From an optimization exercise on the open Yosys and OpenROAD flow, aimed at small area and a short achievable clock period; shortcuts taken in it are not production practice. Where RTL was checked, it was by simulation tests only, not by an equivalence proof against the original. Only the layout flow was run in run 2; the RTL was not checked for function there. No driver is modelled on the clock port, so clocking that relies on it looks cheaper here than on a real chip. Power is estimated from default activity; no workload was simulated.

==> flow/design.v <==
module fairArb (
	input  logic [15:0] bids,
	output logic [15:0] wins,
	input  logic        get_next_win,
	input  logic        clk,
	input  logic        rst
);
	logic [3:0]  p;
	logic        a, b;
	logic [15:0] m, nm, g;
	logic [3:0]  pn;
	logic        anyb, upd;
	logic nbm_1;
	logic nbm_2;
	logic nbm_3;
	logic nbm_4;
	logic nbm_5;
	logic nbm_6;
	logic nbm_7;
	logic nbm_8;
	logic nbm_9;
	logic nbm_10;
	logic nbm_11;
	logic nbm_12;
	logic nbm_13;
	logic nbm_14;
	logic nbm_15;
	logic nbm_16;
	logic n_17;
	logic n_18;
	logic n_19;
	logic n_20;
	logic n_21;
	logic n_22;
	logic n_23;
	logic n_24;
	logic n_25;
	logic n_26;
	logic n_27;
	logic n_28;
	logic n_29;
	logic n_30;
	logic n_31;
	logic n_32;
	logic n_33;
	logic n_34;
	logic n_35;
	logic n_36;
	logic n_37;
	logic n_38;
	logic n_39;
	logic n_40;
	logic n_41;
	logic n_42;
	logic n_43;
	logic n_44;
	logic n_45;
	logic n_46;
	logic n_47;
	logic n_48;
	logic n_49;
	logic n_50;
	logic n_51;
	logic n_52;
	logic n_53;
	logic n_54;
	logic n_55;
	logic n_56;
	logic n_57;
	logic n_58;
	logic n_59;
	logic n_60;
	logic n_61;
	logic n_62;
	logic n_63;
	logic n_64;
	logic n_65;
	logic n_66;
	logic n_67;
	logic n_68;
	logic n_69;
	logic n_70;
	logic n_71;
	logic n_72;
	logic n_73;
	logic n_74;
	logic n_75;
	logic n_76;
	logic n_77;
	logic n_78;
	logic n_79;
	logic n_80;
	logic nrb_81;
	logic n_82;
	logic nrb_83;
	logic n_84;
	logic n_85;
	logic nrb_86;
	logic n_87;
	logic nrb_88;
	logic n_89;
	logic n_90;
	logic nrb_91;
	logic n_92;
	logic n_93;
	logic nrb_94;
	logic n_95;
	logic nrb_96;
	logic n_97;
	logic nrb_98;
	logic n_99;
	logic nrb_100;
	logic n_101;
	logic nrb_102;
	logic n_103;
	logic n_104;
	logic nrb_105;
	logic n_106;
	logic n_107;
	logic nrb_108;
	logic n_109;
	logic n_110;
	logic nrb_111;
	logic n_112;
	logic n_113;
	logic nrb_114;
	logic n_115;
	logic n_116;
	logic nrb_117;
	logic n_118;
	logic n_119;
	logic nrb_120;
	logic n_121;
	logic n_122;
	always @(*) begin
		for (int i = 0; i < 16; i++) begin
			m[i]  = (i[3:0] >= p);
			nm[i] = ~(i[3:0] >= p);
		end
	end
	g_nand2 u_nbm_1 (.a(bids[0]), .b(m[0]), .y(nbm_1));
	g_nand2 u_nbm_2 (.a(bids[1]), .b(m[1]), .y(nbm_2));
	g_nand2 u_nbm_3 (.a(bids[2]), .b(m[2]), .y(nbm_3));
	g_nand2 u_nbm_4 (.a(bids[3]), .b(m[3]), .y(nbm_4));
	g_nand2 u_nbm_5 (.a(bids[4]), .b(m[4]), .y(nbm_5));
	g_nand2 u_nbm_6 (.a(bids[5]), .b(m[5]), .y(nbm_6));
	g_nand2 u_nbm_7 (.a(bids[6]), .b(m[6]), .y(nbm_7));
	g_nand2 u_nbm_8 (.a(bids[7]), .b(m[7]), .y(nbm_8));
	g_nand2 u_nbm_9 (.a(bids[8]), .b(m[8]), .y(nbm_9));
	g_nand2 u_nbm_10 (.a(bids[9]), .b(m[9]), .y(nbm_10));
	g_nand2 u_nbm_11 (.a(bids[10]), .b(m[10]), .y(nbm_11));
	g_nand2 u_nbm_12 (.a(bids[11]), .b(m[11]), .y(nbm_12));
	g_nand2 u_nbm_13 (.a(bids[12]), .b(m[12]), .y(nbm_13));
	g_nand2 u_nbm_14 (.a(bids[13]), .b(m[13]), .y(nbm_14));
	g_nand2 u_nbm_15 (.a(bids[14]), .b(m[14]), .y(nbm_15));
	g_nand2 u_nbm_16 (.a(bids[15]), .b(m[15]), .y(nbm_16));
	g_nand2 u_n_17 (.a(nbm_2), .b(nbm_1), .y(n_17));
	g_nand2 u_n_18 (.a(nbm_4), .b(nbm_3), .y(n_18));
	g_nand2 u_n_19 (.a(nbm_6), .b(nbm_5), .y(n_19));
	g_nand2 u_n_20 (.a(nbm_8), .b(nbm_7), .y(n_20));
	g_nand2 u_n_21 (.a(nbm_10), .b(nbm_9), .y(n_21));
	g_nand2 u_n_22 (.a(nbm_12), .b(nbm_11), .y(n_22));
	g_nand2 u_n_23 (.a(nbm_14), .b(nbm_13), .y(n_23));
	g_nand2 u_n_24 (.a(nbm_16), .b(nbm_15), .y(n_24));
	g_nor2b u_n_25 (.a(n_17), .bn(nbm_3), .y(n_25));
	g_nor2 u_n_26 (.a(n_18), .b(n_17), .y(n_26));
	g_nor2b u_n_27 (.a(n_19), .bn(nbm_7), .y(n_27));
	g_nor2 u_n_28 (.a(n_20), .b(n_19), .y(n_28));
	g_nor2b u_n_29 (.a(n_21), .bn(nbm_11), .y(n_29));
	g_nor2 u_n_30 (.a(n_22), .b(n_21), .y(n_30));
	g_nor2b u_n_31 (.a(n_23), .bn(nbm_15), .y(n_31));
	g_nor2 u_n_32 (.a(n_24), .b(n_23), .y(n_32));
	g_nand2 u_n_33 (.a(nbm_5), .b(n_26), .y(n_33));
	g_nand2b u_n_34 (.an(n_19), .b(n_26), .y(n_34));
	g_nand2 u_n_35 (.a(n_27), .b(n_26), .y(n_35));
	g_nand2 u_n_36 (.a(n_28), .b(n_26), .y(n_36));
	g_nand2 u_n_37 (.a(nbm_13), .b(n_30), .y(n_37));
	g_nand2b u_n_38 (.an(n_23), .b(n_30), .y(n_38));
	g_nand2 u_n_39 (.a(n_31), .b(n_30), .y(n_39));
	g_nand2 u_n_40 (.a(n_32), .b(n_30), .y(n_40));
	g_nor2b u_n_41 (.a(n_36), .bn(nbm_9), .y(n_41));
	g_nor2 u_n_42 (.a(n_21), .b(n_36), .y(n_42));
	g_nor2b u_n_43 (.a(n_36), .bn(n_29), .y(n_43));
	g_nor2b u_n_44 (.a(n_36), .bn(n_30), .y(n_44));
	g_nor2 u_n_45 (.a(n_37), .b(n_36), .y(n_45));
	g_nor2 u_n_46 (.a(n_38), .b(n_36), .y(n_46));
	g_nor2 u_n_47 (.a(n_39), .b(n_36), .y(n_47));
	g_nor2 u_n_48 (.a(n_40), .b(n_36), .y(n_48));
	g_nor2 u_n_49 (.a(bids[1]), .b(bids[0]), .y(n_49));
	g_nor2 u_n_50 (.a(bids[3]), .b(bids[2]), .y(n_50));
	g_nor2 u_n_51 (.a(bids[5]), .b(bids[4]), .y(n_51));
	g_nor2 u_n_52 (.a(bids[7]), .b(bids[6]), .y(n_52));
	g_nor2 u_n_53 (.a(bids[9]), .b(bids[8]), .y(n_53));
	g_nor2 u_n_54 (.a(bids[11]), .b(bids[10]), .y(n_54));
	g_nor2 u_n_55 (.a(bids[13]), .b(bids[12]), .y(n_55));
	g_nor2 u_n_56 (.a(bids[15]), .b(bids[14]), .y(n_56));
	g_nand2b u_n_57 (.an(bids[2]), .b(n_49), .y(n_57));
	g_nand2 u_n_58 (.a(n_50), .b(n_49), .y(n_58));
	g_nand2b u_n_59 (.an(bids[6]), .b(n_51), .y(n_59));
	g_nand2 u_n_60 (.a(n_52), .b(n_51), .y(n_60));
	g_nand2b u_n_61 (.an(bids[10]), .b(n_53), .y(n_61));
	g_nand2 u_n_62 (.a(n_54), .b(n_53), .y(n_62));
	g_nand2b u_n_63 (.an(bids[14]), .b(n_55), .y(n_63));
	g_nand2 u_n_64 (.a(n_56), .b(n_55), .y(n_64));
	g_nor2 u_n_65 (.a(bids[4]), .b(n_58), .y(n_65));
	g_nor2b u_n_66 (.a(n_58), .bn(n_51), .y(n_66));
	g_nor2 u_n_67 (.a(n_59), .b(n_58), .y(n_67));
	g_nor2 u_n_68 (.a(n_60), .b(n_58), .y(n_68));
	g_nor2 u_n_69 (.a(bids[12]), .b(n_62), .y(n_69));
	g_nor2b u_n_70 (.a(n_62), .bn(n_55), .y(n_70));
	g_nor2 u_n_71 (.a(n_63), .b(n_62), .y(n_71));
	g_nor2 u_n_72 (.a(n_64), .b(n_62), .y(n_72));
	g_nand2b u_n_73 (.an(bids[8]), .b(n_68), .y(n_73));
	g_nand2 u_n_74 (.a(n_53), .b(n_68), .y(n_74));
	g_nand2b u_n_75 (.an(n_61), .b(n_68), .y(n_75));
	g_nand2b u_n_76 (.an(n_62), .b(n_68), .y(n_76));
	g_nand2 u_n_77 (.a(n_69), .b(n_68), .y(n_77));
	g_nand2 u_n_78 (.a(n_70), .b(n_68), .y(n_78));
	g_nand2 u_n_79 (.a(n_71), .b(n_68), .y(n_79));
	g_nand2 u_n_80 (.a(n_72), .b(n_68), .y(n_80));
	g_nand2 u_nrb_81 (.a(bids[0]), .b(rst), .y(nrb_81));
	g_inv u_n_82 (.a(n_48), .y(n_82));
	g_a211oi u_g0 (.a1(nm[0]), .a2(n_82), .b1(1'b0), .c1(nrb_81), .y(g[0]));
	g_nand2 u_nrb_83 (.a(bids[1]), .b(rst), .y(nrb_83));
	g_nand2b u_n_84 (.an(bids[0]), .b(n_48), .y(n_84));
	g_inv u_n_85 (.a(nbm_1), .y(n_85));
	g_a211oi u_g1 (.a1(nm[1]), .a2(n_84), .b1(n_85), .c1(nrb_83), .y(g[1]));
	g_nand2 u_nrb_86 (.a(bids[2]), .b(rst), .y(nrb_86));
	g_nand2 u_n_87 (.a(n_48), .b(n_49), .y(n_87));
	g_a211oi u_g2 (.a1(nm[2]), .a2(n_87), .b1(n_17), .c1(nrb_86), .y(g[2]));
	g_nand2 u_nrb_88 (.a(bids[3]), .b(rst), .y(nrb_88));
	g_nand2b u_n_89 (.an(n_57), .b(n_48), .y(n_89));
	g_inv u_n_90 (.a(n_25), .y(n_90));
	g_a211oi u_g3 (.a1(nm[3]), .a2(n_89), .b1(n_90), .c1(nrb_88), .y(g[3]));
	g_nand2 u_nrb_91 (.a(bids[4]), .b(rst), .y(nrb_91));
	g_nand2b u_n_92 (.an(n_58), .b(n_48), .y(n_92));
	g_inv u_n_93 (.a(n_26), .y(n_93));
	g_a211oi u_g4 (.a1(nm[4]), .a2(n_92), .b1(n_93), .c1(nrb_91), .y(g[4]));
	g_nand2 u_nrb_94 (.a(bids[5]), .b(rst), .y(nrb_94));
	g_nand2 u_n_95 (.a(n_48), .b(n_65), .y(n_95));
	g_a211oi u_g5 (.a1(nm[5]), .a2(n_95), .b1(n_33), .c1(nrb_94), .y(g[5]));
	g_nand2 u_nrb_96 (.a(bids[6]), .b(rst), .y(nrb_96));
	g_nand2 u_n_97 (.a(n_48), .b(n_66), .y(n_97));
	g_a211oi u_g6 (.a1(nm[6]), .a2(n_97), .b1(n_34), .c1(nrb_96), .y(g[6]));
	g_nand2 u_nrb_98 (.a(bids[7]), .b(rst), .y(nrb_98));
	g_nand2 u_n_99 (.a(n_48), .b(n_67), .y(n_99));
	g_a211oi u_g7 (.a1(nm[7]), .a2(n_99), .b1(n_35), .c1(nrb_98), .y(g[7]));
	g_nand2 u_nrb_100 (.a(bids[8]), .b(rst), .y(nrb_100));
	g_nand2 u_n_101 (.a(n_48), .b(n_68), .y(n_101));
	g_a211oi u_g8 (.a1(nm[8]), .a2(n_101), .b1(n_36), .c1(nrb_100), .y(g[8]));
	g_nand2 u_nrb_102 (.a(bids[9]), .b(rst), .y(nrb_102));
	g_nand2b u_n_103 (.an(n_73), .b(n_48), .y(n_103));
	g_inv u_n_104 (.a(n_41), .y(n_104));
	g_a211oi u_g9 (.a1(nm[9]), .a2(n_103), .b1(n_104), .c1(nrb_102), .y(g[9]));
	g_nand2 u_nrb_105 (.a(bids[10]), .b(rst), .y(nrb_105));
	g_nand2b u_n_106 (.an(n_74), .b(n_48), .y(n_106));
	g_inv u_n_107 (.a(n_42), .y(n_107));
	g_a211oi u_g10 (.a1(nm[10]), .a2(n_106), .b1(n_107), .c1(nrb_105), .y(g[10]));
	g_nand2 u_nrb_108 (.a(bids[11]), .b(rst), .y(nrb_108));
	g_nand2b u_n_109 (.an(n_75), .b(n_48), .y(n_109));
	g_inv u_n_110 (.a(n_43), .y(n_110));
	g_a211oi u_g11 (.a1(nm[11]), .a2(n_109), .b1(n_110), .c1(nrb_108), .y(g[11]));
	g_nand2 u_nrb_111 (.a(bids[12]), .b(rst), .y(nrb_111));
	g_nand2b u_n_112 (.an(n_76), .b(n_48), .y(n_112));
	g_inv u_n_113 (.a(n_44), .y(n_113));
	g_a211oi u_g12 (.a1(nm[12]), .a2(n_112), .b1(n_113), .c1(nrb_111), .y(g[12]));
	g_nand2 u_nrb_114 (.a(bids[13]), .b(rst), .y(nrb_114));
	g_nand2b u_n_115 (.an(n_77), .b(n_48), .y(n_115));
	g_inv u_n_116 (.a(n_45), .y(n_116));
	g_a211oi u_g13 (.a1(nm[13]), .a2(n_115), .b1(n_116), .c1(nrb_114), .y(g[13]));
	g_nand2 u_nrb_117 (.a(bids[14]), .b(rst), .y(nrb_117));
	g_nand2b u_n_118 (.an(n_78), .b(n_48), .y(n_118));
	g_inv u_n_119 (.a(n_46), .y(n_119));
	g_a211oi u_g14 (.a1(nm[14]), .a2(n_118), .b1(n_119), .c1(nrb_117), .y(g[14]));
	g_nand2 u_nrb_120 (.a(bids[15]), .b(rst), .y(nrb_120));
	g_nand2b u_n_121 (.an(n_79), .b(n_48), .y(n_121));
	g_inv u_n_122 (.a(n_47), .y(n_122));
	g_a211oi u_g15 (.a1(nm[15]), .a2(n_121), .b1(n_122), .c1(nrb_120), .y(g[15]));
	assign anyb = n_80;
	assign pn[0] = ~(g[1] | g[3] | g[5] | g[7] | g[9] | g[11] | g[13] | g[15]);
	assign pn[1] = g[1] | g[2] | g[5] | g[6] | g[9] | g[10] | g[13] | g[14];
	assign pn[2] = g[3] | g[4] | g[5] | g[6] | g[11] | g[12] | g[13] | g[14];
	assign pn[3] = g[7] | g[8] | g[9] | g[10] | g[11] | g[12] | g[13] | g[14];
	assign upd = (a & ~b) | (b & get_next_win & anyb);
	always_ff @(posedge clk) begin
		if (~rst) begin
			wins <= 16'd0;
			p    <= 4'd0;
			a    <= 1'b0;
			b    <= 1'b0;
		end else begin
			wins <= g;
			a    <= 1'b1;
			b    <= a;
			if (upd)
				p <= pn;
		end
	end
endmodule
module g_inv (input logic a, output logic y);
	assign y = ~a;
endmodule
module g_nand2 (input logic a, input logic b, output logic y);
	assign y = ~(a & b);
endmodule
module g_nor2 (input logic a, input logic b, output logic y);
	assign y = ~(a | b);
endmodule
module g_nand2b (input logic an, input logic b, output logic y);
	assign y = ~(~an & b);
endmodule
module g_nor2b (input logic a, input logic bn, output logic y);
	assign y = ~(a | ~bn);
endmodule
module g_a211oi (input logic a1, input logic a2, input logic b1, input logic c1, output logic y);
	assign y = ~((a1 & a2) | b1 | c1);
endmodule
module g_o211ai (input logic a1, input logic a2, input logic b1, input logic c1, output logic y);
	assign y = ~((a1 | a2) & b1 & c1);
endmodule
module g_nor3 (input logic a, input logic b, input logic c, output logic y);
	assign y = ~(a | b | c);
endmodule
module g_nand3 (input logic a, input logic b, input logic c, output logic y);
	assign y = ~(a & b & c);
endmodule
module g_nor4 (input logic a, input logic b, input logic c, input logic d, output logic y);
	assign y = ~(a | b | c | d);
endmodule
module g_nand4 (input logic a, input logic b, input logic c, input logic d, output logic y);
	assign y = ~(a & b & c & d);
endmodule
==> flow/flow/run.sh <==
#!/bin/bash
set -euo pipefail
here=$(cd "$(dirname "$0")" && pwd)
source "$here/vars.sh"
bash standard.sh synth > synth.log 2>&1
bash standard.sh "${EXTRA[@]}" PRE_DETAIL_PLACE_TCL="$here/size.tcl" POST_CTS_TCL="$here/size_cts.tcl" ${SIZE_GRT:+POST_GLOBAL_ROUTE_TCL="$here/size_grt.tcl"} ${RESTRUCTURE:+POST_FLOORPLAN_TCL="$here/restructure.tcl"} finish > layout.log 2>&1
==> flow/flow/restructure.tcl <==
set_dont_use $::env(DONT_USE_CELLS)
set rmp_dir [file join $::env(OBJECTS_DIR) rmp]
file mkdir $rmp_dir
set lib [lindex $::env(LIB_FILES) 0]
restructure -target area -liberty_file $lib \
  -tielo_port sky130_fd_sc_hd__conb_1/LO -tiehi_port sky130_fd_sc_hd__conb_1/HI \
  -work_dir $rmp_dir
puts "restructure: [llength [get_cells *]] instances, area [format %.2f [expr {[rsz::design_area]*1e12}]]"
==> flow/flow/size.tcl <==
source $::env(PLATFORM_DIR)/setRC.tcl
set ::size_stage [expr {[info exists ::env(SIZE_STAGE)] ? $::env(SIZE_STAGE) : "place"}]
set ::size_per [get_property [get_clocks core_clock] period]
set ::size_in [delete_from_list [all_inputs] [get_ports clk]]
set ::size_dly [expr {0.2 * $::size_per}]
set ::size_est [expr {$::size_stage eq "grt" ? "-global_routing" : "-placement"}]
if {$::size_stage ne "place"} {
  set_propagated_clock [all_clocks]
} else {
  set ::size_lat [expr {[info exists ::env(SIZE_CLK_LATENCY)] ? $::env(SIZE_CLK_LATENCY) : 0.26}]
  set_input_delay [expr {$::size_dly - $::size_lat}] -clock core_clock $::size_in
  set_output_delay [expr {$::size_dly + $::size_lat}] -clock core_clock [all_outputs]
}
set_dont_use $::env(DONT_USE_CELLS)
estimate_parasitics $::size_est
sta::make_equiv_cells [get_libs *]

# the period is a soft maximum over all endpoints, so that paths close to the
# worst one also count and ties between near-critical paths do not stall it
proc size_obj {} {
  estimate_parasitics $::size_est
  set k $::size_k
  set sum 0.0
  foreach p $::size_eps {
    set d [expr {$::size_per - [get_property $p slack_max]}]
    set sum [expr {$sum + exp($k * ($d - 2.0))}]
  }
  set ps [expr {2.0 + log($sum) / $k}]
  return [expr {log([rsz::design_area]) + log($ps)}]
}
set ::size_k [expr {[info exists ::env(SIZE_K)] ? $::env(SIZE_K) : 25.0}]
set ::size_eps [concat [all_registers -data_pins] [all_outputs]]

set ::size_cands {}
foreach inst [get_cells *] {
  set ref [get_property $inst ref_name]
  set name [get_full_name $inst]
  if {[string match "*tapvpwrvgnd*" $ref] || [string match "*fill*" $ref] || [string match "*conb*" $ref]} { continue }
  if {[string match "clkbuf_*" $name] || [string match "clkload*" $name] || [string match "clkinv*" $name]} { continue }
  # after the clock tree is built, flip-flops keep their size: a larger one
  # loads the clock net more and slows its slew
  if {$::size_stage ne "place" && [string match "*__df*" $ref]} { continue }
  set lc [get_lib_cells $ref]
  set alts {}
  foreach c [sta::find_equiv_cells $lc] {
    set n [get_name $c]
    if {[string match "*lpflow*" $n] || [string match "*probe*" $n]} { continue }
    lappend alts $n
  }
  if {[llength $alts] > 1} { lappend ::size_cands [list $inst $alts] }
}

proc size_state {} {
  set st {}
  foreach c $::size_cands { lappend st [get_property [lindex $c 0] ref_name] }
  return $st
}
proc size_restore {st} {
  foreach c $::size_cands n $st {
    set inst [lindex $c 0]
    if {[get_property $inst ref_name] ne $n} { replace_cell $inst $n }
  }
}
proc size_report {tag obj} {
  puts "size($::size_stage): $tag obj [format %.5f $obj] ws [format %.4f [worst_slack -max]] area [format %.2f [expr {[rsz::design_area]*1e12}]]"
}

proc size_greedy {maxpass} {
  set best [size_obj]
  size_report "greedy start" $best
  for {set pass 0} {$pass < $maxpass} {incr pass} {
    set changed 0
    foreach c $::size_cands {
      lassign $c inst alts
      set cur [get_property $inst ref_name]
      set pick $cur
      foreach n $alts {
        if {$n eq $cur} { continue }
        replace_cell $inst $n
        set o [size_obj]
        if {$o < $best - 1e-7} { set best $o; set pick $n }
      }
      if {[get_property $inst ref_name] ne $pick} { replace_cell $inst $pick }
      if {$pick ne $cur} { incr changed }
    }
    set best [size_obj]
    size_report "pass $pass changed $changed" $best
    if {$changed == 0} { break }
  }
  return $best
}

# keep the slew at every flip-flop clock pin under SIZE_CLK_SLEW (ns) by
# moving the clock buffers that drive slow pins to the next larger size
proc size_clk_slew {} {
  set lim [expr {[info exists ::env(SIZE_CLK_SLEW)] ? $::env(SIZE_CLK_SLEW) : 0.105}]
  for {set it 0} {$it < 6} {incr it} {
    estimate_parasitics $::size_est
    set drivers {}
    set worst 0.0
    foreach pin [all_registers -clock_pins -edge_triggered] {
      foreach e {rise fall} {
        set s [get_property $pin slew_max_$e]
        if {$s > $worst} { set worst $s }
        if {$s > $lim} {
          foreach d [get_pins -of_objects [get_nets -of_objects $pin] -filter "direction==output"] {
            lappend drivers [get_full_name [get_cells -of_objects $d]]
          }
        }
      }
    }
    puts "size(clk): worst clock pin slew $worst"
    if {[llength $drivers] == 0} { return }
    foreach n [lsort -unique $drivers] {
      set inst [get_cells $n]
      set ref [get_property $inst ref_name]
      if {[regexp {^(.*clkbuf_)([0-9]+)$} $ref -> base sz] && $sz < 16} {
        set nsz [expr {$sz * 2}]
        replace_cell $inst $base$nsz
        puts "size(clk): $n $ref -> $base$nsz"
      }
    }
  }
}

set maxpass [expr {[info exists ::env(SIZE_PASSES)] ? $::env(SIZE_PASSES) : 8}]
if {$::size_stage eq "grt"} {
  size_greedy $maxpass
  size_clk_slew
  global_route -start_incremental
  detailed_placement
  global_route -end_incremental
  check_placement -verbose
  estimate_parasitics $::size_est
  write_guides $::env(RESULTS_DIR)/route.guide
  puts "size($::size_stage): legalised ws [worst_slack -max] hold [worst_slack -min]"
} elseif {$::size_stage eq "cts"} {
  size_greedy $maxpass
  size_clk_slew
  detailed_placement
  check_placement -verbose
  estimate_parasitics $::size_est
  puts "size($::size_stage): legalised ws [worst_slack -max] hold [worst_slack -min]"
} else {
  set margins [expr {[info exists ::env(SIZE_MARGINS)] ? $::env(SIZE_MARGINS) : "none"}]
  set start [size_state]
  set best_obj 1e9
  set best_st $start
  foreach m $margins {
    size_restore $start
    estimate_parasitics $::size_est
    if {$m ne "none"} {
      repair_timing -setup -setup_margin $m -sequence [expr {[info exists ::env(SIZE_REPAIR_SEQ)] ? $::env(SIZE_REPAIR_SEQ) : "sizeup"}] -repair_tns 100
    }
    set o [size_greedy $maxpass]
    puts "size($::size_stage): margin $m final obj [format %.5f $o]"
    if {$o < $best_obj} { set best_obj $o; set best_st [size_state] }
  }
  size_restore $best_st
  size_report "chosen" [size_obj]
  set_input_delay $::size_dly -clock core_clock $::size_in
  set_output_delay $::size_dly -clock core_clock [all_outputs]
  estimate_parasitics $::size_est
}
==> flow/flow/size_cts.tcl <==
# second sizing pass, after clock tree synthesis (see size.tcl)
set ::env(SIZE_STAGE) cts
source [file join [file dirname [info script]] size.tcl]
==> flow/flow/size_grt.tcl <==
# third sizing pass, after global routing (see size.tcl)
set ::env(SIZE_STAGE) grt
source [file join [file dirname [info script]] size.tcl]
==> flow/flow/vars.sh <==
EXTRA=(BUFFER_PORTS_ARGS="-buffer_cell sky130_fd_sc_hd__buf_2")
export SIZE_MARGINS="2.05"
export SIZE_K=50
export SIZE_REPAIR_SEQ="sizeup,swap,buffer,clone"
==> flow/standard.sh <==
#!/bin/bash
# synth_recipe.tcl (not shown) runs the flow's synth.tcl, then flattens the netlist and writes it again
# the make line also repeats each setting of config.mk as NAME=value (left out here)
make -C /OpenROAD-flow-scripts/flow DESIGN_CONFIG=/design/flow/config.mk WORK_HOME=/design/flow/orfs CLKGATE_MAP_FILE= SYNTH_SCRIPT=/design/flow/synth_recipe.tcl "${@:-finish}"
==> flow/config.mk <==
export PLATFORM = sky130hd
export DESIGN_NAME = fairArb
export DESIGN_NICKNAME = fairArb
export VERILOG_FILES = /design/flow/design.v
export SDC_FILE = /design/flow/constraint.sdc
export NUM_CORES = 4
export LEC_CHECK = 0
export ABC_AREA = 1
export CAP_MARGIN = 20
export CORE_MARGIN = 2
export CORE_UTILIZATION = 40
export SLEW_MARGIN = 20
==> flow/constraint.sdc <==
create_clock -name core_clock -period 4.0 [get_ports {clk}]
set_input_delay 0.8000 -clock core_clock [delete_from_list [all_inputs] [get_ports {clk}]]
set_output_delay 0.8000 -clock core_clock [all_outputs]
set_load 0.01 [all_outputs]
==> out/qor.csv, run 1 <==
stage,metric,value,unit
run_status,outcome,timing/DRC/antenna clean,
route,ant_nets,0,
placement,place_ws,1.75,ns
floorplan,die-height,63.9,um
floorplan,dieArea,4080,um2
clock_tree,clock_latency,0.29,ns
route,route.met2.wl,1720,um
placement,dp_hpwl,3040,um
timing,fin_skew,0.00285,ns
timing,finalHoldViolCount,0,
logic_synthesis,ys_ff_latch,22,
timing,finalWorstSetupSlack,1.99,ns
global_route,grt_max_degree,14,
global_route,grt_use_total,19.6,%
logic_synthesis,synth.net_count,269,
timing,fin_hold_ws,0.439,ns
cells_and_area,fin_util,51.4,%
flow_run,timing.max_cap.violations,0,
placement,gp_congestion,0.919,
worst_setup_path,end_kind,register,
route,wl_met3,243,um
cells_and_area,area_delta_synth_final,21.6,%
power,peakVddDrop,121,uV
logic_synthesis,yosysWarningCount,1,
cells_and_area,final_common_cell,nand2_1,
timing,report.final.slew_viol_count,0,
logic_synthesis,syn_inst,250,
route,wl_per_cell,10.8,um
timing,setup-violations-final,0,
floorplan,fp.dieW,63.9,um
clock_tree,clk_pin_slew,0.08,ns
worst_setup_path,critPathLaunchType,primary input,
route,avgViaCountPerCell,4.80,
global_route,antenna_found_initial,0,
worst_setup_path,crit_chain,buf_1 -> clkinv_1 -> nand2_1 -> nor2_1 -> inv_2 -> nor2_4 -> inv_2 -> nor2_1 -> nand2_1 -> o21ai_1 -> nand2_1 -> nand3_1 -> nor2_1 -> a21oi_1,
cells_and_area,drive_gt1_share,11.7,%
timing,relSlewSlack,82.3,%
logic_synthesis,ys_seq_area_share,30.7,%
route,routed-via-count,1652,
worst_setup_path,cpLargestDelayFamily,simple AND/OR/NAND/NOR gates,
timing,max_freq,498,MHz
route,drt_iter0_markers,57,
route,routed_wl,3730,um
cells_and_area,layout_common_cells,"nand2_1, inv_1, nor2_1",
worst_setup_path,rrSetupSlack,2.02,ns
route,top_layer_used,met4,
clock_tree,cts_tree,done,
logic_synthesis,syn-cell-area,1430,um2
global_route,grt_pass1_vias,1494,
logic_synthesis,ys_types,21,
hold_path,hold_class,reg2reg,
worst_setup_path,critPathMaxFanout,5,
cells_and_area,nets,318,
cells_and_area,fin_area,1740,um2
floorplan,rows,21,
floorplan,start_util,42.3,%
placement,postPlaceCellArea,1760,um2
power,p_per_area,312,nW/um2
worst_setup_path,critPathBufInv,4,
worst_setup_path,reg2reg_from,p[0],
route,wl_met1,1690,um
cells_and_area,fillCellCount,391,
global_route,overflow,0,
power,leakagePower,0.932,nW
timing,fin_crit,2.01,ns
clock_tree,clock_sinks,22,
worst_setup_path,cp.arrival,2.23,ns
worst_setup_path,criticalPathCategory,in2reg,
floorplan,core-area,3390,um2
worst_setup_path,critPathLaunch,bids[2],
route,drc_errors,0,
cells_and_area,diodes,0,
placement,port_buffers,34,
timing,tns,0,ns
route,drtPass1Iterations,5,
logic_synthesis,syn_avg_cell_area,5.74,um2
hold_path,holdCritStartpoint,a,
worst_setup_path,cp_slowest_cell,nor2_1,
timing,worst_pin_slew,0.265,ns
global_route,grt_pass1_wl,6350,um
timing,timing.final.crit_share,50.2,%
worst_setup_path,max_stage_delay,0.18,ns
worst_setup_path,critPathRequiredTime,4.22,ns
floorplan,ioPinCount,35,
layout make-up:
type / count / area (um2) / area share (%)
clock buffer: 3 / 35.0 / 2.01
multi-input combinational: 174 / 786 / 45.1
clock inverter: 1 / 30.0 / 1.72
sequential: 22 / 444 / 25.5
inverter: 52 / 195 / 11.2
timing repair buffer: 46 / 195 / 11.2
tap: 46 / 57.6 / 3.30
layer usage:
layer,track usage [%],vias to the layer above
li1,-,859
met1,24.9,735
met2,31.8,50
met3,3.35,8
met4,9.78,0
met5,0,-
flip-flops by register name (all words and copies together), names as in the netlist:
register,cells
a,1
wins,16
b,1
p,4
stage by stage:
stage                     cells  total power [W]
final                       344         0.000544
after detailed placement    340         0.000361
after global placement      328         0.000346
after floorplan             250         0.000313
Yosys cell counts:
cell,n,area (um2)
nand2_4,1,11.3
o21ai_0,5,25.0
buf_2,1,5.00
nand4_1,1,6.26
nand2_1,74,278
nor3_1,10,50.1
clkbuf_1,1,3.75
a21oi_1,5,25.0
nand2_2,3,18.8
inv_2,1,3.75
o21bai_2,2,22.5
o2111ai_1,1,8.76
dfxtp_1,22,440
nor2_2,3,18.8
o21ai_2,1,8.76
nand3_1,26,130
inv_1,51,191
o21bai_1,1,7.51
o21ai_1,2,10.0
nor2_4,3,33.8
nor2_1,36,135
tightest hold or removal path: stages (launching register included):
cell     delay, ns
dfxtp_1       0.32
nand2_1       0.06
inv_1         0.03
cells by family after synthesis:
| family | count (synthesis) | share of synthesized area (%) |
|---|---|---|
| buf+inv | 54 | 14.2 |
| simple gates | 157 | 47.6 |
| flops | 22 | 30.7 |
| compound gates | 17 | 7.50 |
power by group:
group          total [W]  switching [W]  internal (W)
registers       0.000239     0.00000993      0.000229
logic           0.000106      0.0000682     0.0000379
clock network   0.000200      0.0000764      0.000123
path summary, 6_finish.rpt:
path | cells past startpoint | to
worst max register to register | 15 | p[1]
worst max-delay path | 14 | p[2]
worst min register to register | 2 | b
worst min-delay path | 2 | b
==> inputs of run 2 (changes only) <==
==> flow/design.v (replaced) <==
module fairArb (
	input  logic [15:0] bids,
	output logic [15:0] wins,
	input  logic        get_next_win,
	input  logic        clk,
	input  logic        rst
);
	logic [3:0]  p;
	logic        a, b;
	logic [15:0] nm, g;
	logic [3:0]  p_d, t0;
	logic        anyb, upd, e1, ne1;
	logic pb_1;
	logic pb_2;
	logic pb_3;
	logic pb_4;
	logic he_5;
	logic he_6;
	logic he_7;
	logic he_8;
	logic hl_9;
	logic ll_10;
	logic ll_11;
	logic nm_12;
	logic nm_13;
	logic nm_14;
	logic nm_15;
	logic nm_16;
	logic nm_17;
	logic nm_18;
	logic nm_19;
	logic nm_20;
	logic nm_21;
	logic nm_22;
	logic nm_23;
	logic nm_24;
	logic nm_25;
	logic nm_26;
	logic nbm_27;
	logic nbm_28;
	logic nbm_29;
	logic nbm_30;
	logic nbm_31;
	logic nbm_32;
	logic nbm_33;
	logic nbm_34;
	logic nbm_35;
	logic nbm_36;
	logic nbm_37;
	logic nbm_38;
	logic nbm_39;
	logic nbm_40;
	logic nbm_41;
	logic nbm_42;
	logic n_43;
	logic n_44;
	logic n_45;
	logic n_46;
	logic n_47;
	logic n_48;
	logic n_49;
	logic n_50;
	logic n_51;
	logic n_52;
	logic n_53;
	logic n_54;
	logic n_55;
	logic n_56;
	logic n_57;
	logic n_58;
	logic n_59;
	logic n_60;
	logic n_61;
	logic n_62;
	logic n_63;
	logic n_64;
	logic n_65;
	logic n_66;
	logic n_67;
	logic n_68;
	logic n_69;
	logic n_70;
	logic n_71;
	logic n_72;
	logic n_73;
	logic n_74;
	logic n_75;
	logic n_76;
	logic n_77;
	logic n_78;
	logic n_79;
	logic n_80;
	logic n_81;
	logic n_82;
	logic n_83;
	logic n_84;
	logic n_85;
	logic n_86;
	logic n_87;
	logic n_88;
	logic n_89;
	logic n_90;
	logic n_91;
	logic n_92;
	logic n_93;
	logic n_94;
	logic n_95;
	logic n_96;
	logic n_97;
	logic n_98;
	logic n_99;
	logic n_100;
	logic n_101;
	logic n_102;
	logic n_103;
	logic n_104;
	logic n_105;
	logic n_106;
	logic nrb_107;
	logic n_108;
	logic nrb_109;
	logic n_110;
	logic n_111;
	logic nrb_112;
	logic n_113;
	logic nrb_114;
	logic n_115;
	logic n_116;
	logic nrb_117;
	logic n_118;
	logic n_119;
	logic nrb_120;
	logic n_121;
	logic nrb_122;
	logic n_123;
	logic nrb_124;
	logic n_125;
	logic nrb_126;
	logic n_127;
	logic nrb_128;
	logic n_129;
	logic n_130;
	logic nrb_131;
	logic n_132;
	logic n_133;
	logic nrb_134;
	logic n_135;
	logic n_136;
	logic nrb_137;
	logic n_138;
	logic n_139;
	logic nrb_140;
	logic n_141;
	logic n_142;
	logic nrb_143;
	logic n_144;
	logic n_145;
	logic nrb_146;
	logic n_147;
	logic n_148;
	logic enc_149;
	logic enc_150;
	logic enc_151;
	logic enc_152;
	logic enc_153;
	logic enc_154;
	logic enc_155;
	logic pd_156;
	logic pd_157;
	logic enc_158;
	logic enc_159;
	logic enc_160;
	logic enc_161;
	logic enc_162;
	logic enc_163;
	logic enc_164;
	logic pd_165;
	logic enc_166;
	logic enc_167;
	logic enc_168;
	logic enc_169;
	logic enc_170;
	logic enc_171;
	logic enc_172;
	logic pd_173;
	logic enc_174;
	logic enc_175;
	logic enc_176;
	logic enc_177;
	logic enc_178;
	logic enc_179;
	logic enc_180;
	logic pd_181;
	g_inv u_pb_1 (.a(p[0]), .y(pb_1));
	g_inv u_pb_2 (.a(p[1]), .y(pb_2));
	g_inv u_pb_3 (.a(p[2]), .y(pb_3));
	g_inv u_pb_4 (.a(p[3]), .y(pb_4));
	g_nor2 u_he_5 (.a(p[3]), .b(p[2]), .y(he_5));
	g_nor2 u_he_6 (.a(p[3]), .b(pb_3), .y(he_6));
	g_nor2 u_he_7 (.a(pb_4), .b(p[2]), .y(he_7));
	g_nor2 u_he_8 (.a(pb_4), .b(pb_3), .y(he_8));
	g_nand2 u_hl_9 (.a(p[3]), .b(p[2]), .y(hl_9));
	g_nor2 u_ll_10 (.a(p[1]), .b(p[0]), .y(ll_10));
	g_nand2 u_ll_11 (.a(p[1]), .b(p[0]), .y(ll_11));
	g_nand2 u_nm_12 (.a(he_5), .b(ll_10), .y(nm_12));
	assign nm[0] = nm_12;
	g_nand2 u_nm_13 (.a(he_5), .b(pb_2), .y(nm_13));
	assign nm[1] = nm_13;
	g_nand2 u_nm_14 (.a(he_5), .b(ll_11), .y(nm_14));
	assign nm[2] = nm_14;
	g_nand2 u_nm_15 (.a(pb_4), .b(pb_3), .y(nm_15));
	assign nm[3] = nm_15;
	g_a21oi u_nm_16 (.a1(he_6), .a2(ll_10), .b1(he_5), .y(nm_16));
	assign nm[4] = nm_16;
	g_a21oi u_nm_17 (.a1(he_6), .a2(pb_2), .b1(he_5), .y(nm_17));
	assign nm[5] = nm_17;
	g_a21oi u_nm_18 (.a1(he_6), .a2(ll_11), .b1(he_5), .y(nm_18));
	assign nm[6] = nm_18;
	g_nor2 u_nm_19 (.a(he_5), .b(he_6), .y(nm_19));
	assign nm[7] = nm_19;
	g_a21oi u_nm_20 (.a1(he_7), .a2(ll_10), .b1(pb_4), .y(nm_20));
	assign nm[8] = nm_20;
	g_a21oi u_nm_21 (.a1(he_7), .a2(pb_2), .b1(pb_4), .y(nm_21));
	assign nm[9] = nm_21;
	g_a21oi u_nm_22 (.a1(he_7), .a2(ll_11), .b1(pb_4), .y(nm_22));
	assign nm[10] = nm_22;
	g_nor2 u_nm_23 (.a(pb_4), .b(he_7), .y(nm_23));
	assign nm[11] = nm_23;
	g_a21oi u_nm_24 (.a1(he_8), .a2(ll_10), .b1(hl_9), .y(nm_24));
	assign nm[12] = nm_24;
	g_a21oi u_nm_25 (.a1(he_8), .a2(pb_2), .b1(hl_9), .y(nm_25));
	assign nm[13] = nm_25;
	g_a21oi u_nm_26 (.a1(he_8), .a2(ll_11), .b1(hl_9), .y(nm_26));
	assign nm[14] = nm_26;
	assign nm[15] = 1'b0;
	assign nbm_27 = ~(~nm[0] & bids[0]);
	assign nbm_28 = ~(~nm[1] & bids[1]);
	assign nbm_29 = ~(~nm[2] & bids[2]);
	assign nbm_30 = ~(~nm[3] & bids[3]);
	assign nbm_31 = ~(~nm[4] & bids[4]);
	assign nbm_32 = ~(~nm[5] & bids[5]);
	assign nbm_33 = ~(~nm[6] & bids[6]);
	assign nbm_34 = ~(~nm[7] & bids[7]);
	assign nbm_35 = ~(~nm[8] & bids[8]);
	assign nbm_36 = ~(~nm[9] & bids[9]);
	assign nbm_37 = ~(~nm[10] & bids[10]);
	assign nbm_38 = ~(~nm[11] & bids[11]);
	assign nbm_39 = ~(~nm[12] & bids[12]);
	assign nbm_40 = ~(~nm[13] & bids[13]);
	assign nbm_41 = ~(~nm[14] & bids[14]);
	assign nbm_42 = ~(~nm[15] & bids[15]);
	assign n_43 = ~(nbm_28 & nbm_27);
	assign n_44 = ~(nbm_30 & nbm_29);
	assign n_45 = ~(nbm_32 & nbm_31);
	assign n_46 = ~(nbm_34 & nbm_33);
	assign n_47 = ~(nbm_36 & nbm_35);
	assign n_48 = ~(nbm_38 & nbm_37);
	assign n_49 = ~(nbm_40 & nbm_39);
	assign n_50 = ~(nbm_42 & nbm_41);
	assign n_51 = ~(n_43 | ~nbm_29);
	assign n_52 = ~(n_44 | n_43);
	assign n_53 = ~(n_45 | ~nbm_33);
	assign n_54 = ~(n_46 | n_45);
	assign n_55 = ~(n_47 | ~nbm_37);
	assign n_56 = ~(n_48 | n_47);
	assign n_57 = ~(n_49 | ~nbm_41);
	assign n_58 = ~(n_50 | n_49);
	assign n_59 = ~(nbm_31 & n_52);
	assign n_60 = ~(~n_45 & n_52);
	assign n_61 = ~(n_53 & n_52);
	assign n_62 = ~(n_54 & n_52);
	assign n_63 = ~(nbm_39 & n_56);
	assign n_64 = ~(~n_49 & n_56);
	assign n_65 = ~(n_57 & n_56);
	assign n_66 = ~(n_58 & n_56);
	assign n_67 = ~(n_62 | ~nbm_35);
	assign n_68 = ~(n_47 | n_62);
	assign n_69 = ~(n_62 | ~n_55);
	assign n_70 = ~(n_62 | ~n_56);
	assign n_71 = ~(n_63 | n_62);
	assign n_72 = ~(n_64 | n_62);
	assign n_73 = ~(n_65 | n_62);
	assign n_74 = ~(n_66 | n_62);
	assign n_75 = ~(bids[1] | bids[0]);
	assign n_76 = ~(bids[3] | bids[2]);
	assign n_77 = ~(bids[5] | bids[4]);
	assign n_78 = ~(bids[7] | bids[6]);
	assign n_79 = ~(bids[9] | bids[8]);
	assign n_80 = ~(bids[11] | bids[10]);
	assign n_81 = ~(bids[13] | bids[12]);
	assign n_82 = ~(bids[15] | bids[14]);
	assign n_83 = ~(~bids[2] & n_75);
	assign n_84 = ~(n_76 & n_75);
	assign n_85 = ~(~bids[6] & n_77);
	assign n_86 = ~(n_78 & n_77);
	assign n_87 = ~(~bids[10] & n_79);
	assign n_88 = ~(n_80 & n_79);
	assign n_89 = ~(~bids[14] & n_81);
	assign n_90 = ~(n_82 & n_81);
	assign n_91 = ~(bids[4] | n_84);
	assign n_92 = ~(n_84 | ~n_77);
	assign n_93 = ~(n_85 | n_84);
	assign n_94 = ~(n_86 | n_84);
	assign n_95 = ~(bids[12] | n_88);
	assign n_96 = ~(n_88 | ~n_81);
	assign n_97 = ~(n_89 | n_88);
	assign n_98 = ~(n_90 | n_88);
	assign n_99 = ~(~bids[8] & n_94);
	assign n_100 = ~(n_79 & n_94);
	assign n_101 = ~(~n_87 & n_94);
	assign n_102 = ~(~n_88 & n_94);
	assign n_103 = ~(n_95 & n_94);
	assign n_104 = ~(n_96 & n_94);
	assign n_105 = ~(n_97 & n_94);
	assign n_106 = ~(n_98 & n_94);
	assign nrb_107 = ~(bids[0] & rst);
	assign n_108 = ~n_74;
	assign g[0] = ~((nm[0] & n_108) | nrb_107);
	assign nrb_109 = ~(bids[1] & rst);
	assign n_110 = ~(~bids[0] & n_74);
	assign n_111 = ~nbm_27;
	assign g[1] = ~((nm[1] & n_110) | n_111 | nrb_109);
	assign nrb_112 = ~(bids[2] & rst);
	assign n_113 = ~(n_74 & n_75);
	assign g[2] = ~((nm[2] & n_113) | n_43 | nrb_112);
	assign nrb_114 = ~(bids[3] & rst);
	assign n_115 = ~(~n_83 & n_74);
	assign n_116 = ~n_51;
	assign g[3] = ~((nm[3] & n_115) | n_116 | nrb_114);
	assign nrb_117 = ~(bids[4] & rst);
	assign n_118 = ~(~n_84 & n_74);
	assign n_119 = ~n_52;
	assign g[4] = ~((nm[4] & n_118) | n_119 | nrb_117);
	assign nrb_120 = ~(bids[5] & rst);
	assign n_121 = ~(n_74 & n_91);
	assign g[5] = ~((nm[5] & n_121) | n_59 | nrb_120);
	assign nrb_122 = ~(bids[6] & rst);
	assign n_123 = ~(n_74 & n_92);
	assign g[6] = ~((nm[6] & n_123) | n_60 | nrb_122);
	assign nrb_124 = ~(bids[7] & rst);
	assign n_125 = ~(n_74 & n_93);
	assign g[7] = ~((nm[7] & n_125) | n_61 | nrb_124);
	assign nrb_126 = ~(bids[8] & rst);
	assign n_127 = ~(n_74 & n_94);
	assign g[8] = ~((nm[8] & n_127) | n_62 | nrb_126);
	assign nrb_128 = ~(bids[9] & rst);
	assign n_129 = ~(~n_99 & n_74);
	assign n_130 = ~n_67;
	assign g[9] = ~((nm[9] & n_129) | n_130 | nrb_128);
	assign nrb_131 = ~(bids[10] & rst);
	assign n_132 = ~(~n_100 & n_74);
	assign n_133 = ~n_68;
	assign g[10] = ~((nm[10] & n_132) | n_133 | nrb_131);
	assign nrb_134 = ~(bids[11] & rst);
	assign n_135 = ~(~n_101 & n_74);
	assign n_136 = ~n_69;
	assign g[11] = ~((nm[11] & n_135) | n_136 | nrb_134);
	assign nrb_137 = ~(bids[12] & rst);
	assign n_138 = ~(~n_102 & n_74);
	assign n_139 = ~n_70;
	assign g[12] = ~((nm[12] & n_138) | n_139 | nrb_137);
	assign nrb_140 = ~(bids[13] & rst);
	assign n_141 = ~(~n_103 & n_74);
	assign n_142 = ~n_71;
	assign g[13] = ~((nm[13] & n_141) | n_142 | nrb_140);
	assign nrb_143 = ~(bids[14] & rst);
	assign n_144 = ~(~n_104 & n_74);
	assign n_145 = ~n_72;
	assign g[14] = ~((nm[14] & n_144) | n_145 | nrb_143);
	assign nrb_146 = ~(bids[15] & rst);
	assign n_147 = ~(~n_105 & n_74);
	assign n_148 = ~n_73;
	assign g[15] = ~((nm[15] & n_147) | n_148 | nrb_146);
	g_nor2 u_enc_149 (.a(g[1]), .b(g[3]), .y(enc_149));
	g_nor2 u_enc_150 (.a(g[5]), .b(g[7]), .y(enc_150));
	g_nor2 u_enc_151 (.a(g[9]), .b(g[11]), .y(enc_151));
	g_nor2 u_enc_152 (.a(g[13]), .b(g[15]), .y(enc_152));
	g_nand2 u_enc_153 (.a(enc_149), .b(enc_150), .y(enc_153));
	g_nand2 u_enc_154 (.a(enc_151), .b(enc_152), .y(enc_154));
	g_nor2 u_enc_155 (.a(enc_153), .b(enc_154), .y(enc_155));
	g_nand2 u_pd_156 (.a(e1), .b(enc_155), .y(pd_156));
	g_nand2 u_pd_157 (.a(pd_156), .b(t0[0]), .y(pd_157));
	assign p_d[0] = pd_157;
	g_nor2 u_enc_158 (.a(g[1]), .b(g[2]), .y(enc_158));
	g_nor2 u_enc_159 (.a(g[5]), .b(g[6]), .y(enc_159));
	g_nor2 u_enc_160 (.a(g[9]), .b(g[10]), .y(enc_160));
	g_nor2 u_enc_161 (.a(g[13]), .b(g[14]), .y(enc_161));
	g_nand2 u_enc_162 (.a(enc_158), .b(enc_159), .y(enc_162));
	g_nand2 u_enc_163 (.a(enc_160), .b(enc_161), .y(enc_163));
	g_nor2 u_enc_164 (.a(enc_162), .b(enc_163), .y(enc_164));
	g_o21ai u_pd_165 (.a1(ne1), .a2(enc_164), .b1(t0[1]), .y(pd_165));
	assign p_d[1] = pd_165;
	g_nor2 u_enc_166 (.a(g[3]), .b(g[4]), .y(enc_166));
	g_nor2 u_enc_167 (.a(g[5]), .b(g[6]), .y(enc_167));
	g_nor2 u_enc_168 (.a(g[11]), .b(g[12]), .y(enc_168));
	g_nor2 u_enc_169 (.a(g[13]), .b(g[14]), .y(enc_169));
	g_nand2 u_enc_170 (.a(enc_166), .b(enc_167), .y(enc_170));
	g_nand2 u_enc_171 (.a(enc_168), .b(enc_169), .y(enc_171));
	g_nor2 u_enc_172 (.a(enc_170), .b(enc_171), .y(enc_172));
	g_o21ai u_pd_173 (.a1(ne1), .a2(enc_172), .b1(t0[2]), .y(pd_173));
	assign p_d[2] = pd_173;
	g_nor2 u_enc_174 (.a(g[7]), .b(g[8]), .y(enc_174));
	g_nor2 u_enc_175 (.a(g[9]), .b(g[10]), .y(enc_175));
	g_nor2 u_enc_176 (.a(g[11]), .b(g[12]), .y(enc_176));
	g_nor2 u_enc_177 (.a(g[13]), .b(g[14]), .y(enc_177));
	g_nand2 u_enc_178 (.a(enc_174), .b(enc_175), .y(enc_178));
	g_nand2 u_enc_179 (.a(enc_176), .b(enc_177), .y(enc_179));
	g_nor2 u_enc_180 (.a(enc_178), .b(enc_179), .y(enc_180));
	g_o21ai u_pd_181 (.a1(ne1), .a2(enc_180), .b1(t0[3]), .y(pd_181));
	assign p_d[3] = pd_181;
	assign anyb = n_106;
	assign upd = (a & ~b) | (b & get_next_win & anyb);
	assign e1  = rst & upd;
	assign ne1 = ~e1;
	assign t0  = ~({4{rst & ~upd}} & p);
	always_ff @(posedge clk) begin
		wins <= g;
		p    <= p_d;
		if (~rst) begin
			a <= 1'b0;
			b <= 1'b0;
		end else begin
			a <= 1'b1;
			b <= a;
		end
	end
endmodule
module g_inv (input logic a, output logic y);
	assign y = ~a;
endmodule
module g_nand2 (input logic a, input logic b, output logic y);
	assign y = ~(a & b);
endmodule
module g_nor2 (input logic a, input logic b, output logic y);
	assign y = ~(a | b);
endmodule
module g_nand2b (input logic an, input logic b, output logic y);
	assign y = ~(~an & b);
endmodule
module g_nor2b (input logic a, input logic bn, output logic y);
	assign y = ~(a | ~bn);
endmodule
module g_a211oi (input logic a1, input logic a2, input logic b1, input logic c1, output logic y);
	assign y = ~((a1 & a2) | b1 | c1);
endmodule
module g_o211ai (input logic a1, input logic a2, input logic b1, input logic c1, output logic y);
	assign y = ~((a1 | a2) & b1 & c1);
endmodule
module g_nor3 (input logic a, input logic b, input logic c, output logic y);
	assign y = ~(a | b | c);
endmodule
module g_nand3 (input logic a, input logic b, input logic c, output logic y);
	assign y = ~(a & b & c);
endmodule
module g_nor4 (input logic a, input logic b, input logic c, input logic d, output logic y);
	assign y = ~(a | b | c | d);
endmodule
module g_nand4 (input logic a, input logic b, input logic c, input logic d, output logic y);
	assign y = ~(a & b & c & d);
endmodule
module g_o22ai (input logic a1, input logic a2, input logic b1, input logic b2, output logic y);
	assign y = ~((a1 | a2) & (b1 | b2));
endmodule
module g_o21ai (input logic a1, input logic a2, input logic b1, output logic y);
	assign y = ~((a1 | a2) & b1);
endmodule
module g_a21oi (input logic a1, input logic a2, input logic b1, output logic y);
	assign y = ~((a1 & a2) | b1);
endmodule
--- a/flow/flow/size.tcl
+++ b/flow/flow/size.tcl
@@ -150,7 +150,7 @@
     size_restore $start
     estimate_parasitics $::size_est
     if {$m ne "none"} {
-      repair_timing -setup -setup_margin $m -sequence [expr {[info exists ::env(SIZE_REPAIR_SEQ)] ? $::env(SIZE_REPAIR_SEQ) : "sizeup"}] -repair_tns 100
+      repair_timing -setup -setup_margin $m -sequence "sizeup" -repair_tns 100
     }
     set o [size_greedy $maxpass]
     puts "size($::size_stage): margin $m final obj [format %.5f $o]"
==> flow/flow/vars.sh (replaced) <==
EXTRA=(BUFFER_PORTS_ARGS="-buffer_cell sky130_fd_sc_hd__buf_2")
export SIZE_MARGINS="none"
export SIZE_K=50
--- a/flow/config.mk
+++ b/flow/config.mk
@@ -10,3 +10,4 @@
 export CORE_MARGIN = 2
 export CORE_UTILIZATION = 40
 export SLEW_MARGIN = 20
+export SYNTH_HIERARCHICAL = 1
==> out/qor.csv, run 2 <==
stage,metric,value,unit,change
worst_setup_path,criticalPathCategory,reg2reg,,
logic_synthesis,synth.net_count,260,,-3.3%
floorplan,start_util,41.8,%,-0.47 points
cells_and_area,drive_gt1_share,7.58,%,-4.2 points
route,drc_errors,0,,unchanged
floorplan,fp.dieW,65.9,um,+3.1%
cells_and_area,area_delta_synth_final,7.93,%,
timing,tns,0,ns,unchanged
timing,fin_skew,0.00251,ns,-0.000340 ns
worst_setup_path,cp_slowest_cell,dfxtp_2,,
clock_tree,cts_tree,done,,
power,leakagePower,0.806,nW,-14%
cells_and_area,largest_register,wins,,
logic_synthesis,ys_seq_area_share,28.8,%,-2.0 points
logic_synthesis,synth_async_sr_flop_share,0,%,unchanged
logic_synthesis,syn-cell-area,1530,um2,+6.8%
cells_and_area,fin_area,1650,um2,-5.2%
placement,port_buffers,34,,unchanged
hold_path,hold_class,reg2reg,,
power,power,0.000502,W,-7.7%
logic_synthesis,ys_ff_latch,22,,unchanged
floorplan,core-area,3660,um2,+8.0%
logic_synthesis,synth.top_cell.area_share,28.8,%,-2.0 points
timing,finalWorstSetupSlack,1.77,ns,-0.217 ns
worst_setup_path,crit_path_frequent_cell,nand2_1,,
cells_and_area,layout_common_cells,"nand2_1, nor2_1, inv_1",,
global_route,grt_use_total,17.2,%,-2.4 points
timing,relSlewSlack,59.8,%,-23 points
clock_tree,clock_latency,0.26,ns,-0.03 ns
timing,worst_pin_slew,0.598,ns,+0.333 ns
route,drtPass1Iterations,4,,-1
worst_setup_path,critPathLaunchType,register,,
worst_setup_path,end_kind,register,,
worst_setup_path,critPathMaxFanout,15,,+10
cells_and_area,largest_registers,"wins: 16 flops, p: 4 flops",,
worst_setup_path,critPathLaunch,p[3],,
run_status,outcome,timing/DRC/antenna clean,,
clock_tree,clock_sinks,22,,unchanged
placement,dp_hpwl,2890,um,-4.8%
timing,fin_crit,2.23,ns,+0.217 ns
logic_synthesis,synth_top_flop_cell,dfxtp_1,,
floorplan,die-height,65.9,um,+3.1%
power,peakVddDrop,220,uV,+82%
route,ant_nets,0,,unchanged
global_route,met3_usage,3.75,%,+0.40 points
hold_path,holdPathStages,2,,unchanged
worst_setup_path,reg2reg_from,p[3],,
timing,setup-violations-final,0,,unchanged
worst_setup_path,critPathRequiredTime,4.16,ns,-0.06 ns
worst_setup_path,crit_cells,15,,+1
cells_and_area,fillCellCount,426,,+9.0%
global_route,overflow,0,,unchanged
floorplan,ioPinCount,35,,unchanged
flow_run,timing.max_cap.violations,0,,unchanged
placement,postPlaceCellArea,1580,um2,-10%
timing,max_freq,449,MHz,-9.7%
global_route,grt_max_degree,16,,+2
floorplan,rows,22,,+4.8%
cells_and_area,nets,297,,-6.6%
placement,gp_congestion,0.862,,-6.2%
global_route,grt_pass1_vias,1303,,-13%
cells_and_area,largest_register_ffs,16,,unchanged
global_route,met2_usage,27.4,%,-4.4 points
logic_synthesis,yosysWarningCount,7,,+6
logic_synthesis,synth_common_cells,"nand2_1, nor2_1, inv_1",,
placement,place_ws,1.54,ns,-0.213 ns
logic_synthesis,synth.area.top_cells,"dfxtp_1, nand2_1, nor2_1, a21oi_2, inv_1",,
logic_synthesis,yosys.area.top_type,dfxtp_1,,
worst_setup_path,cpLargestDelayFamily,simple AND/OR/NAND/NOR gates,,
worst_setup_path,rrSetupSlack,1.77,ns,-0.25 ns
route,wl_per_cell,10.9,um,+0.59%
global_route,grt_pass1_wl,5770,um,-9.1%
floorplan,dieArea,4340,um2,+6.4%
power,p_per_area,304,nW/um2,-2.7%
worst_setup_path,critPathBufInv,1,,-3
global_route,top_usage_layer,met2,,
logic_synthesis,syn_avg_cell_area,6.35,um2,+11%
timing,timing.final.crit_share,55.7,%,+5.4 points
timing,finalHoldViolCount,0,,unchanged
logic_synthesis,synth-edff-count,0,,unchanged
route,drt_iter0_markers,72,,+26%
cells_and_area,final_common_cell,nand2_1,,
clock_tree,clk_pin_slew,0.08,ns,about the same
route,routed_wl,3540,um,-5.0%
worst_setup_path,crit_chain,nor2_1 -> a21oi_1 -> inv_1 -> nand2_1 -> nand2_1 -> nor2_4 -> nand2_2 -> nor2_8 -> nand2_1 -> a21oi_2 -> nor2_1 -> nand2_1 -> nor2_1 -> nand2_1 -> nand2_1,,
placement,dp_cells,321,,-5.6%
worst_setup_path,timing.rr.end,p[0],,
logic_synthesis,ys_types,23,,+9.5%
worst_setup_path,max_stage_delay,0.39,ns,+0.21 ns
worst_setup_path,cp.arrival,2.39,ns,+0.16 ns
route,avgViaCountPerCell,4.62,,-3.9%
logic_synthesis,yosysMostFrequentCell,nand2_1,,
global_route,met1_usage,24.3,%,-0.57 points
worst_setup_path,worstRegToRegCells,15,,unchanged
worst_setup_path,crit_path_end,p[0],,
timing,report.final.slew_viol_count,0,,unchanged
cells_and_area,diodes,0,,unchanged
global_route,antenna_found_initial,0,,unchanged
logic_synthesis,syn_inst,241,,-3.6%
route,routed-via-count,1500,,-9.2%
cells_and_area,layout.cells.non_filler,325,,-5.5%
-- run 2: cell count changes after synthesis, sizes merged --
cell     delta
a21boi      +1
a21oi      +16
inv        -14
nand3      -17
nand4       +6
nor2       +12
nor3        -9
nor4        +1
o2111ai     -1
o21ai       -4
o21bai      -2
or2         +2
-- run 2: final cells by class --
cell class / instances / area (um2) / area share (%)
Clock buffer: 3 / 41.3 / 2.50
Timing Repair Buffer: 34 / 129 / 7.80
Inverter: 38 / 145 / 8.78
Multi-Input combinational cell: 179 / 805 / 48.7
Clock inverter: 1 / 30.0 / 1.82
Tap cell: 48 / 60.1 / 3.63
Sequential cell: 22 / 443 / 26.8
-- run 2: Yosys stat by module (local to each module, per instance) --
module,area [um2],times used,cells
fairArb,1260,1,183
g_a21oi,8.76,9,1
g_o21ai,5.00,3,1
g_inv,3.75,3,1
g_nand2,3.75,16,1
g_nor2,3.75,27,1
-- run 2: kinds of logic (layout without fill, tap and decap cells) --
| family | Yosys count | count (layout) | share of synthesized area, % |
|---|---|---|---|
| flops | 22 | 22 | 28.8 |
| simple gates | 152 | 152 | 45.8 |
| buf+inv | 40 | 76 | 10.9 |
| compound gates | 27 | 27 | 14.5 |
-- run 2: how the worst min path moves through the flow --
stage,startpoint,slack (ns),to
final,a,0.44,b
after detailed placement,a,0.43,b
after global placement,a,0.43,b
after floorplan,a,0.41,b
-- run 2: per-layer routing --
layer  wire length, um  part of all wire (%)
met1              1800                    51
met2              1530                    43
met3               197                   5.6
met4                21                  0.59
met5                 0                     0
-- run 2: worst register-to-register path: cells and delay by family (launching register included) --
family	cells	cell delay, ns
flip-flops	1	0.39
AND/OR/NAND/NOR	12	1.21
AO/OA/AOI/OAI	2	0.49
buffers and inverters	1	0.06
-- run 2: report_power, final --
part	switching (W)	total, W	internal [W]
Clock	0.0000713	0.000205	0.000134
Combinational	0.0000480	0.0000689	0.0000209
Sequential	0.00000338	0.000229	0.000225
-- run 2: metrics by stage --
step	util, %	hold slack, ns
detailed placement	43.1	0.428
global placement	47.5	0.433
finish	45.1	0.438
floorplan	-	0.414

separate check: timing with driven ports:
In the flow no input, the clock included, has a driving cell. The finished layouts below were timed again as built, in two steps.
Step 1 sets driving cells, clkbuf_16 on the clock port and buf_2 on the other inputs (assumed; they add their load-dependent delay and slew).
Step 2 adds t to the input delays and takes it off the output delays; t is the mean of the earliest and latest rising clock arrival at the registers after step 1. Input paths then give back, and output paths get back, about the clock's delay inside the block.
Slacks: no drivers / after step 1 / after step 2; pairs: no drivers / after step 1.
run | t (ns) | setup WS [ns] | pins driven straight from the clock port
run 1 | 0.312 | 1.990 / 1.996 / 1.684 | 1
run 2 | 0.287 | 1.773 / 1.773 / 1.503 | 1
After both steps every run listed still meets setup and hold. For run 1, which loses most, drivers alone change the setup slack by +0.006 ns; drivers and shift together by -0.306 ns.
